Background: an optimization exercise with open tools, aiming at small area, a short achievable clock period and few clock cycles per item. Do not read the settings as production practice. Only simulation tests tie the RTL to the original design; equivalence was not proved.

Design simple_modular_adder, start of the top module:
module simple_modular_adder(a,b,clk,rst,out,done);
input [255:0] a,b;
input clk,rst;
output [255:0] out;
output done;
wire [254:6] hs;
wire [62:0] bg, bp, pg, pp;
wire [5:0] l0, l1;
wire c0, c1;
ma_low u_low(.a(a[4:0]), .b(b[4:0]), .x5(a[5] ^ b[5]), .l0(l0), .l1(l1), .c0(c0), .c1(c1));
ma_blk4 u_a0(.a(a[9:6]), .b(b[9:6]), .al(a[5]), .bl(b[5]), .hs(hs[9:6]), .bg(bg[0]), .bp(bp[0]));
ma_blk4 u_a1(.a(a[13:10]), .b(b[13:10]), .al(a[9]), .bl(b[9]), .hs(hs[13:10]), .bg(bg[1]), .bp(bp[1]));
ma_blk4 u_a2(.a(a[17:14]), .b(b[17:14]), .al(a[13]), .bl(b[13]), .hs(hs[17:14]), .bg(bg[2]), .bp(bp[2]));
ma_blk4 u_a3(.a(a[21:18]), .b(b[21:18]), .al(a[17]), .bl(b[17]), .hs(hs[21:18]), .bg(bg[3]), .bp(bp[3]));
ma_blk4 u_a4(.a(a[25:22]), .b(b[25:22]), .al(a[21]), .bl(b[21]), .hs(hs[25:22]), .bg(bg[4]), .bp(bp[4]));
ma_blk4 u_a5(.a(a[29:26]), .b(b[29:26]), .al(a[25]), .bl(b[25]), .hs(hs[29:26]), .bg(bg[5]), .bp(bp[5]));
ma_blk4 u_a6(.a(a[33:30]), .b(b[33:30]), .al(a[29]), .bl(b[29]), .hs(hs[33:30]), .bg(bg[6]), .bp(bp[6]));
ma_blk4 u_a7(.a(a[37:34]), .b(b[37:34]), .al(a[33]), .bl(b[33]), .hs(hs[37:34]), .bg(bg[7]), .bp(bp[7]));
ma_blk4 u_a8(.a(a[41:38]), .b(b[41:38]), .al(a[37]), .bl(b[37]), .hs(hs[41:38]), .bg(bg[8]), .bp(bp[8]));
ma_blk4 u_a9(.a(a[45:42]), .b(b[45:42]), .al(a[41]), .bl(b[41]), .hs(hs[45:42]), .bg(bg[9]), .bp(bp[9]));
ma_blk4 u_a10(.a(a[49:46]), .b(b[49:46]), .al(a[45]), .bl(b[45]), .hs(hs[49:46]), .bg(bg[10]), .bp(bp[10]));
ma_blk4 u_a11(.a(a[53:50]), .b(b[53:50]), .al(a[49]), .bl(b[49]), .hs(hs[53:50]), .bg(bg[11]), .bp(bp[11]));
  ...
==> flow/config.mk <==
export PLATFORM = sky130hd
export DESIGN_NAME = simple_modular_adder
export DESIGN_NICKNAME = simple_modular_adder
export VERILOG_FILES = /design/flow/design.v
export SDC_FILE = /design/flow/constraint.sdc
export NUM_CORES = 4
export LEC_CHECK = 0
export CAP_MARGIN = 20
export CORE_MARGIN = 2
export CORE_UTILIZATION = 40
export CTS_BUF_LIST = sky130_fd_sc_hd__clkbuf_4 sky130_fd_sc_hd__clkbuf_8
export SETUP_SLACK_MARGIN = 2.0
export SLEW_MARGIN = 20
export SYNTH_HIERARCHICAL = 1
==> flow/constraint.sdc <==
create_clock -name core_clock -period 5.0 [get_ports {clk}]
set_input_delay 1.0000 -clock core_clock [delete_from_list [all_inputs] [get_ports {clk}]]
set_output_delay 1.0000 -clock core_clock [all_outputs]
set_load 0.01 [all_outputs]
standard.sh (not shown) runs the stock make flow with config.mk's settings and CLKGATE_MAP_FILE= SYNTH_SCRIPT=/design/flow/synth_recipe.tcl, a recipe that flattens the netlist after the stock synthesis.
==> flow/flow/run.sh <==
#!/bin/bash
# Layout flow: the standard ORFS flow (standard.sh, run on a config that includes
# the standard flow's config.mk) with two changes:
#  - the port buffers are the smallest plain buffer, sky130_fd_sc_hd__buf_1, instead of
#    the delay cell buffer_ports picks by default;
#  - (adder cells are mapped as in the standard flow)
#  - slow cells with long PMOS stacks (3- and 4-input OR/NOR and some complex gates) are
#    added to the don't-use list.
# Registers are untouched: they come from the standard synthesis.
set -euo pipefail
here=$(pwd)
cat > own.mk <<EOM
include $here/config.mk
export BUFFER_PORTS_ARGS = -buffer_cell sky130_fd_sc_hd__buf_1
export DONT_USE_CELLS = sky130_fd_sc_hd__nor3_1 sky130_fd_sc_hd__nor3_2 sky130_fd_sc_hd__nor3_4 sky130_fd_sc_hd__nor3b_1 sky130_fd_sc_hd__nor3b_2 sky130_fd_sc_hd__nor3b_4 sky130_fd_sc_hd__nor4_1 sky130_fd_sc_hd__nor4_2 sky130_fd_sc_hd__nor4_4 sky130_fd_sc_hd__nor4b_1 sky130_fd_sc_hd__nor4b_2 sky130_fd_sc_hd__nor4b_4 sky130_fd_sc_hd__nor4bb_1 sky130_fd_sc_hd__nor4bb_2 sky130_fd_sc_hd__nor4bb_4 sky130_fd_sc_hd__or3_1 sky130_fd_sc_hd__or3_2 sky130_fd_sc_hd__or3_4 sky130_fd_sc_hd__or3b_1 sky130_fd_sc_hd__or3b_2 sky130_fd_sc_hd__or3b_4 sky130_fd_sc_hd__or4_1 sky130_fd_sc_hd__or4_2 sky130_fd_sc_hd__or4_4 sky130_fd_sc_hd__or4b_1 sky130_fd_sc_hd__or4b_2 sky130_fd_sc_hd__or4b_4 sky130_fd_sc_hd__or4bb_1 sky130_fd_sc_hd__or4bb_2 sky130_fd_sc_hd__or4bb_4  sky130_fd_sc_hd__a2111o_1 sky130_fd_sc_hd__a2111o_2 sky130_fd_sc_hd__a2111o_4 sky130_fd_sc_hd__a2111oi_0 sky130_fd_sc_hd__a2111oi_1 sky130_fd_sc_hd__a2111oi_2 sky130_fd_sc_hd__a2111oi_4 sky130_fd_sc_hd__a222oi_1 sky130_fd_sc_hd__a2bb2o_1 sky130_fd_sc_hd__a2bb2o_2 sky130_fd_sc_hd__a2bb2o_4 sky130_fd_sc_hd__a2bb2oi_1 sky130_fd_sc_hd__a2bb2oi_2 sky130_fd_sc_hd__a2bb2oi_4 sky130_fd_sc_hd__a311o_1 sky130_fd_sc_hd__a311o_2 sky130_fd_sc_hd__a311o_4 sky130_fd_sc_hd__a311oi_1 sky130_fd_sc_hd__a311oi_2 sky130_fd_sc_hd__a311oi_4 sky130_fd_sc_hd__a32o_1 sky130_fd_sc_hd__a32o_2 sky130_fd_sc_hd__a32o_4 sky130_fd_sc_hd__a32oi_1 sky130_fd_sc_hd__a32oi_2 sky130_fd_sc_hd__a32oi_4 sky130_fd_sc_hd__a41o_1 sky130_fd_sc_hd__a41o_2 sky130_fd_sc_hd__a41o_4 sky130_fd_sc_hd__a41oi_1 sky130_fd_sc_hd__a41oi_2 sky130_fd_sc_hd__a41oi_4 sky130_fd_sc_hd__o2111a_1 sky130_fd_sc_hd__o2111a_2 sky130_fd_sc_hd__o2111a_4 sky130_fd_sc_hd__o2111ai_1 sky130_fd_sc_hd__o2111ai_2 sky130_fd_sc_hd__o2111ai_4 sky130_fd_sc_hd__o2bb2a_1 sky130_fd_sc_hd__o2bb2a_2 sky130_fd_sc_hd__o2bb2a_4 sky130_fd_sc_hd__o2bb2ai_1 sky130_fd_sc_hd__o2bb2ai_2 sky130_fd_sc_hd__o2bb2ai_4 sky130_fd_sc_hd__o311a_1 sky130_fd_sc_hd__o311a_2 sky130_fd_sc_hd__o311a_4 sky130_fd_sc_hd__o311ai_0 sky130_fd_sc_hd__o311ai_1 sky130_fd_sc_hd__o311ai_2 sky130_fd_sc_hd__o311ai_4 sky130_fd_sc_hd__o32a_1 sky130_fd_sc_hd__o32a_2 sky130_fd_sc_hd__o32a_4 sky130_fd_sc_hd__o32ai_1 sky130_fd_sc_hd__o32ai_2 sky130_fd_sc_hd__o32ai_4 sky130_fd_sc_hd__o41a_1 sky130_fd_sc_hd__o41a_2 sky130_fd_sc_hd__o41a_4 sky130_fd_sc_hd__o41ai_1 sky130_fd_sc_hd__o41ai_2 sky130_fd_sc_hd__o41ai_4 
EOM
sed "s#DESIGN_CONFIG=[^ ]*#DESIGN_CONFIG=$here/own.mk#" standard.sh > own.sh
bash own.sh > standard.log 2>&1
Testbench counts at the start, summed over its fixed seeds: cycles 1,024, items 512.
Next try:
CORE_UTILIZATION = 65   (was 40)
CTS_BUF_LIST = unset   (was sky130_fd_sc_hd__clkbuf_4 sky130_fd_sc_hd__clkbuf_8)
After rerunning: Now the flow stopped in 3_2_place_iop on PPL-0024; synthesized area is unchanged; synthesized cell count does not change.
Next try:
CORE_UTILIZATION = 40   (was 65)
SETUP_SLACK_MARGIN = 2.45   (was 2.0)
=>
- This time the run finished clean
- synthesized cell count is unchanged
- area after synthesis does not change

==> re-timing with driven ports <==
The results above use ideal ports. As a check the final layouts listed here were re-extracted and re-timed, cells and wires unchanged. Step 1 assumes that a clkbuf_16 drives the clock port and a buf_2 every other input. Step 2 times the ports against the registers' clock, not the clock port: input delays grow and output delays shrink by t, the midpoint of the rising clock arrivals with the driver on. Three values: ideal ports, drivers, drivers and shift; two values: the first two.
run	t, ns	setup slack, ns	clock arrival spread, ns
the first run	0.720	2.121 / 2.121 / 1.611	0.048 / 0.048
the third run	0.644	2.402 / 2.402 / 1.836	0.032 / 0.032
After both steps every run listed still meets setup and hold. For the third run, which loses most, drivers alone change the setup slack by 0.000 ns; drivers and shift together by -0.566 ns.
